From an optimization exercise on the open Yosys and OpenROAD flow, aimed at small area; shortcuts taken in it are not production practice.
Only simulation tests tie the RTL to the original design; equivalence was not proved.
The clock port is modelled as an ideal driver; clocking choices that lean on that would not hold on a real chip.
Power is estimated from default activity; no workload was simulated.

## build 47
## cache
module cache(
    input clk,
    input reset,
    input i_fetch_valid,
    input i_rfread_valid,
    input [5:0] i_current_pc,
    input i_is_br_instr_rfread,
    input [5:0] i_target_pc,
    output logic [5:0] o_prediction_pc,
	output logic o_prediction_fastcall,
	output logic fastz_d,
	output logic fastz_dd,
	input [15:0] i_ir_rfread
);
	logic [5:0] pc1_n, pc2, pc3, pc_ex;
	logic br_ex;
	logic [13:0] ent0, ent1, ent2, ent3, ent4, ent5;
	wire rst_n;
	wire [5:0] pc1_n_d, pc2_d;
	g_inv u_rst_n (.a(reset), .y(rst_n));
	genvar k;
	generate
		for (k = 0; k < 6; k = k + 1) begin : g_pc
			g_nand2 u_pc1 (.a(rst_n), .b(i_current_pc[k]), .y(pc1_n_d[k]));
			g_nor2 u_pc2 (.a(reset), .b(pc1_n[k]), .y(pc2_d[k]));
		end
	endgenerate
	always_ff @(posedge clk) begin
		pc1_n <= pc1_n_d;
		pc2 <= pc2_d;
		pc3 <= pc2;
		if (i_fetch_valid)
			pc_ex <= pc2_d;
	end
	wire br_mux_n, br_ex_d;
	g_mux2i u_br_mux (.s(i_fetch_valid), .a0(br_ex), .a1(i_is_br_instr_rfread), .y(br_mux_n));
	g_nor2 u_br_rst (.a(reset), .b(br_mux_n), .y(br_ex_d));
	always_ff @(posedge clk)
		br_ex <= br_ex_d;
	wire rec;
	g_and2 u_rec (.a(i_rfread_valid), .b(br_ex), .y(rec));
	wire use_pc3, rec_call, rec_z;
	rec_decode u_dec (.ir(i_ir_rfread[4:0]), .use_pc3(use_pc3), .call(rec_call), .z(rec_z));
	wire [5:0] rec_pc_n;
	generate
		for (k = 0; k < 6; k = k + 1) begin : g_recpc
			g_mux2i u_m (.s(use_pc3), .a0(pc_ex[k]), .a1(pc3[k]), .y(rec_pc_n[k]));
		end
	endgenerate
	wire [13:0] rec_data = {rec_z, rec_call, i_target_pc, rec_pc_n};
	wire [5:0] v, ld, hold;
	slot_first u_s0 (.rec(rec), .call(ent0[12]), .z(ent0[13]), .v(v[0]), .ld(ld[0]), .hold(hold[0]));
	slot_next u_s1 (.rec(rec), .prev_v(v[0]), .call(ent1[12]), .z(ent1[13]), .v(v[1]), .ld(ld[1]), .hold(hold[1]));
	slot_next u_s2 (.rec(rec), .prev_v(v[1]), .call(ent2[12]), .z(ent2[13]), .v(v[2]), .ld(ld[2]), .hold(hold[2]));
  ...
Size in the first run: roughly 360 cells after synthesis, roughly 110 flip-flops, roughly 42 I/O pins.
export LEC_CHECK = 0
export CAP_MARGIN = 10
export CORE_MARGIN = 2
export CORE_UTILIZATION = 65
export GPL_TIMING_DRIVEN = 0
export SLEW_MARGIN = 5
export SYNTH_HIERARCHICAL = 1
export SYNTH_MINIMUM_KEEP_SIZE = 0
create_clock -name core_clock -period 7.0 [get_ports {clk}]
standard.sh (not shown) runs the stock make flow with config.mk's settings and CLKGATE_MAP_FILE= SYNTH_SCRIPT=/design/flow/synth_recipe.tcl, a recipe that flattens the netlist after the stock synthesis.
==> flow/flow/run.sh <==
#!/bin/bash
# Layout flow: the standard ORFS flow (standard.sh), with
#  - synthesis through flow/my_synth.tcl: synth_recipe.tcl plus an area-oriented
#    ABC script (flow/area.abc) for the logic mapping; registers are mapped by
#    the standard dfflibmap step as before;
#  - buf_1 port buffers;
#  - clock tree built from clkbuf_4 buffers, without dummy loads.
# Each tool's output goes to logs under orfs/logs (ORFS) and standard.log here.
set -e
F=$PWD/flow
EXTRA=()
[ -f "$F/extra.txt" ] && mapfile -t EXTRA < "$F/extra.txt"
for i in "${!EXTRA[@]}"; do EXTRA[$i]=${EXTRA[$i]//@FLOW@/$F}; done
bash standard.sh \
  SYNTH_SCRIPT=$F/my_synth.tcl \
  MY_ABC_SCRIPT=$F/area.abc \
  "BUFFER_PORTS_ARGS=-buffer_cell sky130_fd_sc_hd__buf_1" \
  "CTS_ARGS=-sink_clustering_enable -repair_clock_nets -dont_use_dummy_load -buf_list sky130_fd_sc_hd__clkbuf_4" \
  "${EXTRA[@]}" \
  finish > standard.log 2>&1
==> flow/flow/extra.txt <==
PRE_CTS_TCL=@FLOW@/clock_tree.tcl
CTS_ARGS=-clk_nets clk -repair_clock_nets -dont_use_dummy_load -buf_list sky130_fd_sc_hd__clkbuf_4
CLOCK_TREE_GROUP=12
CLOCK_TREE_LEAF=sky130_fd_sc_hd__clkbuf_4
CLOCK_TREE_ROOT=sky130_fd_sc_hd__clkbuf_8
==> flow/flow/my_synth.tcl <==
proc synth {args} { yosys synth -nofsm -noshare {*}$args }
proc abc {args} {
  if {[info exists ::env(MY_ABC_SCRIPT)] && $::env(MY_ABC_SCRIPT) ne ""} {
    set i [lsearch -exact $args -script]
    if {$i >= 0} { lset args [expr {$i + 1}] $::env(MY_ABC_SCRIPT) }
  }
  yosys abc {*}$args
}
source $::env(SCRIPTS_DIR)/synth.tcl
# left out here: clear keep_hierarchy, flatten, clean up, hide names made inside functions, write 1_2_yosys.v
Other scripts of this flow, unchanged in this note and not shown: flow/flow/area.abc, flow/flow/clock_tree.tcl
Relative to build 47, the following input files were edited for build 73:
==> flow/flow/run.sh <==
#!/bin/bash
# Layout flow: the standard ORFS flow (standard.sh) with these changes:
#  - synthesis runs flow/my_synth.tcl, which is synth_recipe.tcl with the ABC
#    logic-mapping script replaced by an area-oriented one (flow/area.abc);
#    registers are mapped by the standard dfflibmap step, as before;
#  - port buffers are buf_1;
#  - the clock tree is built before CTS by flow/clock_tree.tcl when
#    PRE_CTS_TCL is given in flow/extra.txt (clkbuf leaves, one clkbuf root
#    driven by the clock port); TritonCTS is then limited to net clk, which
#    it skips, and adds no dummy loads.
# Extra make variables come one per line from flow/extra.txt (@FLOW@ is
# replaced by this flow folder). ORFS writes each step's log under
# orfs/logs; standard.sh's own output goes to standard.log here.
set -e
F=$PWD/flow
EXTRA=()
[ -f "$F/extra.txt" ] && mapfile -t EXTRA < "$F/extra.txt"
for i in "${!EXTRA[@]}"; do EXTRA[$i]=${EXTRA[$i]//@FLOW@/$F}; done
bash standard.sh \
  SYNTH_SCRIPT=$F/my_synth.tcl \
  MY_ABC_SCRIPT=$F/area.abc \
  "BUFFER_PORTS_ARGS=-buffer_cell sky130_fd_sc_hd__buf_1" \
  "CTS_ARGS=-sink_clustering_enable -repair_clock_nets -dont_use_dummy_load -buf_list sky130_fd_sc_hd__clkbuf_4" \
  "${EXTRA[@]}" \
  finish > standard.log 2>&1
diff --git a/flow/flow/my_synth.tcl b/flow/flow/my_synth.tcl
--- a/flow/flow/my_synth.tcl
+++ b/flow/flow/my_synth.tcl
@@ -1,3 +1,5 @@
 proc synth {args} { yosys synth -nofsm -noshare {*}$args }
+# synth_recipe.tcl, except that ABC's logic mapping uses the script named by
+# MY_ABC_SCRIPT (an area-oriented one) instead of ORFS's speed script.
 proc abc {args} {
   if {[info exists ::env(MY_ABC_SCRIPT)] && $::env(MY_ABC_SCRIPT) ne ""} {
diff --git a/flow/config.mk b/flow/config.mk
--- a/flow/config.mk
+++ b/flow/config.mk
@@ -8,5 +8,5 @@
 export CAP_MARGIN = 10
 export CORE_MARGIN = 2
-export CORE_UTILIZATION = 65
+export CORE_UTILIZATION = 80
 export GPL_TIMING_DRIVEN = 0
 export SLEW_MARGIN = 5
Results
- In summary, build 47 completed successfully, with a layout that passed the timing, DRC and antenna checks.
- Build 73 was carried through to the last stage, and its layout satisfied the timing, DRC and antenna checks.
- | register-to-register slack | higher: build 73 |
- The run with more setup slack is build 73; build 47 has less.
- Diff build 47 -> build 73: maximum frequency climbed 1.4%; design area barely changed; die area dropped about 18%; power consumed by sequential cells climbed about 0.9%; time the worst path needs with I/O delays and setup dropped 0.089 ns.
- Compared with build 47, routed wire length in build 73 increased by more than 10%.
- The first-iteration DRC count of build 73 is higher than that of build 47.
- Diff build 47 -> build 73: clock slew at the register clock pins of the worst setup and hold paths was more or less identical, global-route wire length before repair went up by 1.6 mm.
Edits applied to the flow inputs when going from build 73 to build 88:
==> flow/flow/run.sh <==
#!/bin/bash
# Layout flow: the standard ORFS flow (standard.sh), with
#  - synthesis through flow/my_synth.tcl: synth_recipe.tcl plus an area-oriented
#    ABC script (flow/area.abc) for the logic mapping; registers are mapped by
#    the standard dfflibmap step as before;
#  - buf_1 port buffers;
#  - clock tree built from clkbuf_4 buffers, without dummy loads.
# Each tool's output goes to logs under orfs/logs (ORFS) and standard.log here.
set -e
F=$PWD/flow
EXTRA=()
[ -f "$F/extra.txt" ] && mapfile -t EXTRA < "$F/extra.txt"
for i in "${!EXTRA[@]}"; do EXTRA[$i]=${EXTRA[$i]//@FLOW@/$F}; done
bash standard.sh \
  SYNTH_SCRIPT=$F/my_synth.tcl \
  MY_ABC_SCRIPT=$F/area.abc \
  "BUFFER_PORTS_ARGS=-buffer_cell sky130_fd_sc_hd__buf_1" \
  "CTS_ARGS=-sink_clustering_enable -repair_clock_nets -dont_use_dummy_load -buf_list sky130_fd_sc_hd__clkbuf_4" \
  "${EXTRA[@]}" \
  finish > standard.log 2>&1
diff --git a/flow/flow/my_synth.tcl b/flow/flow/my_synth.tcl
--- a/flow/flow/my_synth.tcl
+++ b/flow/flow/my_synth.tcl
@@ -1,5 +1,3 @@
 proc synth {args} { yosys synth -nofsm -noshare {*}$args }
-# synth_recipe.tcl, except that ABC's logic mapping uses the script named by
-# MY_ABC_SCRIPT (an area-oriented one) instead of ORFS's speed script.
 proc abc {args} {
   if {[info exists ::env(MY_ABC_SCRIPT)] && $::env(MY_ABC_SCRIPT) ne ""} {
diff --git a/flow/config.mk b/flow/config.mk
--- a/flow/config.mk
+++ b/flow/config.mk
@@ -8,5 +8,5 @@
 export CAP_MARGIN = 10
 export CORE_MARGIN = 2
-export CORE_UTILIZATION = 80
+export CORE_UTILIZATION = 90
 export GPL_TIMING_DRIVEN = 0
 export SLEW_MARGIN = 5
Findings:
- Build 88 | ERROR | 3_1_place_gp_skip_io
- Build 88 and build 73 ended up with roughly the same synthesized area.
- On count of distinct cell types in the synthesized netlist, build 88 and build 73 are neck and neck.
- Build 88 ends up with lower die extent in y than build 73 does.
- Fraction of registers with async set/reset came out exactly the same in build 88 and build 73.
- Build 88 vs build 73 — floorplan row count dropped by a few percent
- Between build 88 and build 73, it is build 88 whose effective utilization at floorplan is higher, by 8.3 points.
- X dimension of the die down 4.0 microns in build 88 wrt build 73
The following lists how build 86 was set up differently from build 88:
diff --git a/flow/config.mk b/flow/config.mk
--- a/flow/config.mk
+++ b/flow/config.mk
@@ -8,5 +8,5 @@
 export CAP_MARGIN = 10
 export CORE_MARGIN = 2
-export CORE_UTILIZATION = 90
+export CORE_UTILIZATION = 80
 export GPL_TIMING_DRIVEN = 0
 export SLEW_MARGIN = 5
[summary]
As far as synthesized flop and latch total goes, build 88 and build 86 are indistinguishable; the numbers are identical.
Across build 86 and build 88, a clean result was obtained everywhere but in build 88.
Re average instance area after synthesis: no difference whatsoever between build 88 and build 86.
Re vertical die dimension: build 86 is 5.7% up on build 88.
Status: synthesized area parity (build 88, build 86)
Die width | build 86 above build 88
Compared with build 88, build 86 shows a initial cell density of the core that is 8.3 points lower.
Build 86 against build 88; number of rows in the core area is up by a few percent.
Comparing build 86 against build 88, there is no change at all in compound-gate portion of the synthesized area.
As far as count of distinct cell types in the synthesized netlist goes, build 88 and build 86 are indistinguishable; the numbers are identical.
For build 11, these inputs were changed with respect to build 86:
==> flow/flow/run.sh <==
#!/bin/bash
# Layout flow: the standard ORFS flow (standard.sh) with these changes:
#  - synthesis runs flow/my_synth.tcl, which is synth_recipe.tcl with the ABC
#    logic-mapping script replaced by an area-oriented one (flow/area.abc);
#    registers are mapped by the standard dfflibmap step, as before;
#  - port buffers are buf_1;
#  - the clock tree is built before CTS by flow/clock_tree.tcl when
#    PRE_CTS_TCL is given in flow/extra.txt (clkbuf leaves, one clkbuf root
#    driven by the clock port); TritonCTS is then limited to net clk, which
#    it skips, and adds no dummy loads.
# Extra make variables come one per line from flow/extra.txt (@FLOW@ is
# replaced by this flow folder). ORFS writes each step's log under
# orfs/logs; standard.sh's own output goes to standard.log here.
set -e
F=$PWD/flow
EXTRA=()
[ -f "$F/extra.txt" ] && mapfile -t EXTRA < "$F/extra.txt"
for i in "${!EXTRA[@]}"; do EXTRA[$i]=${EXTRA[$i]//@FLOW@/$F}; done
bash standard.sh \
  SYNTH_SCRIPT=$F/my_synth.tcl \
  MY_ABC_SCRIPT=$F/area.abc \
  "BUFFER_PORTS_ARGS=-buffer_cell sky130_fd_sc_hd__buf_1" \
  "CTS_ARGS=-sink_clustering_enable -repair_clock_nets -dont_use_dummy_load -buf_list sky130_fd_sc_hd__clkbuf_4" \
  "${EXTRA[@]}" \
  finish > standard.log 2>&1
diff --git a/flow/flow/extra.txt b/flow/flow/extra.txt
--- a/flow/flow/extra.txt
+++ b/flow/flow/extra.txt
@@ -3,3 +3,3 @@
 CLOCK_TREE_GROUP=12
 CLOCK_TREE_LEAF=sky130_fd_sc_hd__clkbuf_4
-CLOCK_TREE_ROOT=sky130_fd_sc_hd__clkbuf_8
+CLOCK_TREE_ROOT=sky130_fd_sc_hd__clkbuf_4
diff --git a/flow/flow/my_synth.tcl b/flow/flow/my_synth.tcl
--- a/flow/flow/my_synth.tcl
+++ b/flow/flow/my_synth.tcl
@@ -1,3 +1,5 @@
 proc synth {args} { yosys synth -nofsm -noshare {*}$args }
+# synth_recipe.tcl, except that ABC's logic mapping uses the script named by
+# MY_ABC_SCRIPT (an area-oriented one) instead of ORFS's speed script.
 proc abc {args} {
   if {[info exists ::env(MY_ABC_SCRIPT)] && $::env(MY_ABC_SCRIPT) ne ""} {
==> run summary <==
Delta (build 11 minus build 86): routed wire length moved down; share of total power in combinational logic comparable.
Compared with build 86, power after layout in build 11 decreased slightly.
Sequential power delta (build 11 -> build 86): insignificant

==> static timing again, ports no longer ideal <==
In the flow no input, the clock included, has a driving cell. The finished layouts below were timed again as built, in two steps. Step 1 assumes that a clkbuf_16 drives the clock port and a buf_2 every other input. Step 2 adds t to the input delays and takes it off the output delays; t is the mean of the earliest and latest rising clock arrival at the registers after step 1. Input paths then give back, and output paths get back, about the clock's delay inside the block. a / b / c = ideal ports / drivers / drivers and shift; a / b = the first two.
run	t, ns	setup WS [ns]	worst setup path at the end	slew at the worst register clock pin (ns)
build 47	0.418	0.444 / 0.418 / 0.418	input to output	0.11 / 0.11
build 73	0.419	0.533 / 0.505 / 0.505	input to output	0.11 / 0.11
build 86	0.419	0.533 / 0.505 / 0.505	input to output	0.11 / 0.11
build 11	0.497	0.473 / 0.446 / 0.446	input to output	0.12 / 0.12
After both steps every run listed still meets setup and hold.
